Context: an optimization exercise on an open-source flow, tuned for small area, a short achievable clock period and few clock cycles per item. The choices shown serve that exercise and are no tape-out recipe.
In this exercise RTL edits were held to simulation tests only and were not proved equivalent to the original.
Power and IR drop assume default switching activity.

==> flow/design.v (excerpt) <==
module fastInvSqrt #(
    parameter INT_WIDTH = 12,       
    parameter FRACT_WIDTH = 4        
    )
    (
    input wire clk,
    input wire rst_n,
    input wire [INT_WIDTH+FRACT_WIDTH-1:0] data_in,
    input wire valid_in,
    output reg ready_in,
    output wire [INT_WIDTH+FRACT_WIDTH-1:0] data_out,
    output reg valid_out,
    input wire ready_out
    );
    localparam WORD_WIDTH = INT_WIDTH + FRACT_WIDTH;
    function automatic [6:0] rsqrt_q4(input [15:0] x);
        begin
            if      (x == 16'd0)     rsqrt_q4 = 7'd0;
            else if (x <  16'd2)     rsqrt_q4 = 7'd93;
            else if (x <  16'd3)     rsqrt_q4 = 7'd45;
            else if (x <  16'd4)     rsqrt_q4 = 7'd44;
            else if (x <  16'd6)     rsqrt_q4 = 7'd32;
            else if (x <  16'd8)     rsqrt_q4 = 7'd26;
            else if (x <  16'd10)    rsqrt_q4 = 7'd23;
            else if (x <  16'd12)    rsqrt_q4 = 7'd20;
            else if (x <  16'd14)    rsqrt_q4 = 7'd18;
            else if (x <  16'd16)    rsqrt_q4 = 7'd17;
            else if (x <  16'd18)    rsqrt_q4 = 7'd16;
            else if (x <  16'd20)    rsqrt_q4 = 7'd15;
            else if (x <  16'd24)    rsqrt_q4 = 7'd14;
            else if (x <  16'd28)    rsqrt_q4 = 7'd13;
            else if (x <  16'd32)    rsqrt_q4 = 7'd12;
            else if (x <  16'd38)    rsqrt_q4 = 7'd11;
            else if (x <  16'd46)    rsqrt_q4 = 7'd10;
            else if (x <  16'd58)    rsqrt_q4 = 7'd9;
            else if (x <  16'd72)    rsqrt_q4 = 7'd8;
            else if (x <  16'd96)    rsqrt_q4 = 7'd7;
            else if (x <  16'd134)   rsqrt_q4 = 7'd6;
            else if (x <  16'd198)   rsqrt_q4 = 7'd5;
            else if (x <  16'd322)   rsqrt_q4 = 7'd4;
            else if (x <  16'd608)   rsqrt_q4 = 7'd3;
  ...
==> module fastInvSqrt, before the edit <==
module fastInvSqrt #(
    parameter INT_WIDTH = 12,       
    parameter FRACT_WIDTH = 4        
    )
    (
    input wire clk,
    input wire rst_n,
    input wire [INT_WIDTH+FRACT_WIDTH-1:0] data_in,
    input wire valid_in,
    output reg ready_in,
    output wire [INT_WIDTH+FRACT_WIDTH-1:0] data_out,
    output reg valid_out,
    input wire ready_out
    );
    localparam WORD_WIDTH = INT_WIDTH + FRACT_WIDTH;
    function automatic [6:0] rsqrt_q4(input [15:0] x);
        begin
            if      (x == 16'd0)     rsqrt_q4 = 7'd0;
            else if (x <  16'd2)     rsqrt_q4 = 7'd93;
            else if (x <  16'd3)     rsqrt_q4 = 7'd45;
            else if (x <  16'd4)     rsqrt_q4 = 7'd44;
            else if (x <  16'd6)     rsqrt_q4 = 7'd32;
            else if (x <  16'd8)     rsqrt_q4 = 7'd26;
            else if (x <  16'd10)    rsqrt_q4 = 7'd23;
            else if (x <  16'd12)    rsqrt_q4 = 7'd20;
            else if (x <  16'd14)    rsqrt_q4 = 7'd18;
            else if (x <  16'd16)    rsqrt_q4 = 7'd17;
            else if (x <  16'd18)    rsqrt_q4 = 7'd16;
            else if (x <  16'd20)    rsqrt_q4 = 7'd15;
            else if (x <  16'd24)    rsqrt_q4 = 7'd14;
            else if (x <  16'd28)    rsqrt_q4 = 7'd13;
            else if (x <  16'd32)    rsqrt_q4 = 7'd12;
            else if (x <  16'd38)    rsqrt_q4 = 7'd11;
            else if (x <  16'd46)    rsqrt_q4 = 7'd10;
            else if (x <  16'd58)    rsqrt_q4 = 7'd9;
            else if (x <  16'd72)    rsqrt_q4 = 7'd8;
            else if (x <  16'd96)    rsqrt_q4 = 7'd7;
            else if (x <  16'd134)   rsqrt_q4 = 7'd6;
            else if (x <  16'd198)   rsqrt_q4 = 7'd5;
            else if (x <  16'd322)   rsqrt_q4 = 7'd4;
            else if (x <  16'd608)   rsqrt_q4 = 7'd3;
            else if (x <  16'd1538)  rsqrt_q4 = 7'd2;
            else if (x <  16'd8194)  rsqrt_q4 = 7'd1;
            else                     rsqrt_q4 = 7'd0;
        end
    endfunction
    reg [6:0] result;    
    wire full_next = valid_in | ~ready_in;   
    always @(posedge clk) begin
        if (!rst_n) begin
            valid_out <= 1'b0;
            ready_in <= 1'b1;
        end else begin
            valid_out <= ready_out & full_next;
            ready_in <= ready_out | ~full_next;
        end
    end
    always @(posedge clk) begin
        if (ready_in) result <= rsqrt_q4(data_in);
    end
    assign data_out = {{(WORD_WIDTH-7){1'b0}}, result};
endmodule
export LEC_CHECK = 0
export CAP_MARGIN = 20
export CORE_AREA = 2.5 2.5 61.5 61.5
export DIE_AREA = 0 0 64 64
export SLEW_MARGIN = 20
create_clock -name core_clock -period 12.5 [get_ports {clk}]
standard.sh (not shown) runs the stock make flow with config.mk's settings and CLKGATE_MAP_FILE= SYNTH_SCRIPT=/design/flow/synth_recipe.tcl, a recipe that flattens the netlist after the stock synthesis.
==> flow/flow/run.sh <==
#!/bin/bash
# The standard layout, except:
#  - synthesis maps the logic with flow/abc_custom.script instead of ORFS's
#    abc_speed.script (the rest of the synthesis script is the standard flow's own);
#  - port buffers are buf_1 cells;
#  - the constant outputs share one tie cell.
set -euo pipefail
here=$PWD
# A scripts folder that is ORFS's, with abc_speed.script replaced.
mkdir -p scripts_custom
for f in "$FLOW_HOME"/scripts/*; do ln -sf "$f" scripts_custom/; done
rm -f scripts_custom/abc_speed.script
cp flow/abc_custom.script scripts_custom/abc_speed.script
cat > synth_custom.tcl <<EOT
set ::env(SCRIPTS_DIR) $here/scripts_custom
source $here/synth_recipe.tcl
EOT
bash standard.sh SYNTH_SCRIPT=$here/synth_custom.tcl synth > synth.log 2>&1
bash standard.sh "BUFFER_PORTS_ARGS=-buffer_cell sky130_fd_sc_hd__buf_1" SKIP_REPAIR_TIE_FANOUT=1 finish > standard.log 2>&1
==> flow/flow/abc_custom.script <==
strash
dc2
collapse
strash
dc2
dc2
dch
map -B 0.3
topo
stime -c
The first run finished clean.
Testbench counts at the start, summed over its fixed seeds: cycles 1,028, items 1,024.
Next try:
--- a/flow/design.v
+++ b/flow/design.v
@@ -54,9 +54,10 @@
             valid_out <= ready_out & full_next;
             ready_in <= ready_out | ~full_next;
         end
     end
+    wire [6:0] r = rsqrt_q4(data_in);
     always @(posedge clk) begin
-        if (ready_in) result <= rsqrt_q4(data_in);
+        if (ready_in) result <= {r[6:1], r[0] ^ r[1]};
     end
-    assign data_out = {{(WORD_WIDTH-7){1'b0}}, result};
+    assign data_out = {{(WORD_WIDTH-7){1'b0}}, result[6:1], result[0] ^ result[1]};
 endmodule
What happened:
- synthesized area is higher by 1.4%
- total power is lower by 1.5%
- die area does not change
- design area is lower by 3.6%
- count of clock-buffer cells in the layout does not change
- worst setup slack improved by 0.10 ns
- sequential share of layout area is higher by 0.98 points
- final cell count is lower by 4.6%
- via count is lower by about 6.5%
- synthesized cell count is lower by about 2.3%
- hold slack got worse by 0.0082 ns
- wire length is lower by 8.3%
Testbench counts after the change, summed over its fixed seeds: cycles 1,028, items 1,024.

-- afterwards: timing with drivers on the ports --
Ports are ideal in the flow. The routed layouts listed here were re-timed in OpenROAD. Step 1 sets driving cells, clkbuf_16 on the clock port and buf_2 on the other inputs (assumed; they add their load-dependent delay and slew). Step 2 also shifts input and output timing later by t, the mid clock arrival at the registers, as if the neighbouring blocks saw the same clock. Three values: no drivers, after step 1, after step 2; two values: the first two.
run | t, ns | setup slack, ns | worst hold slack (ns) | slew at the worst register clock pin (ns)
the first run | 0.268 | 8.716 / 8.715 / 8.448 | 0.621 / 0.621 / 0.621 | 0.06 / 0.06
the second run | 0.262 | 8.820 / 8.818 / 8.556 | 0.613 / 0.613 / 0.613 | 0.05 / 0.05
After both steps every run listed still meets setup and hold. For the first run, which loses most, drivers alone change the setup slack by -0.001 ns; drivers and shift together by -0.268 ns.
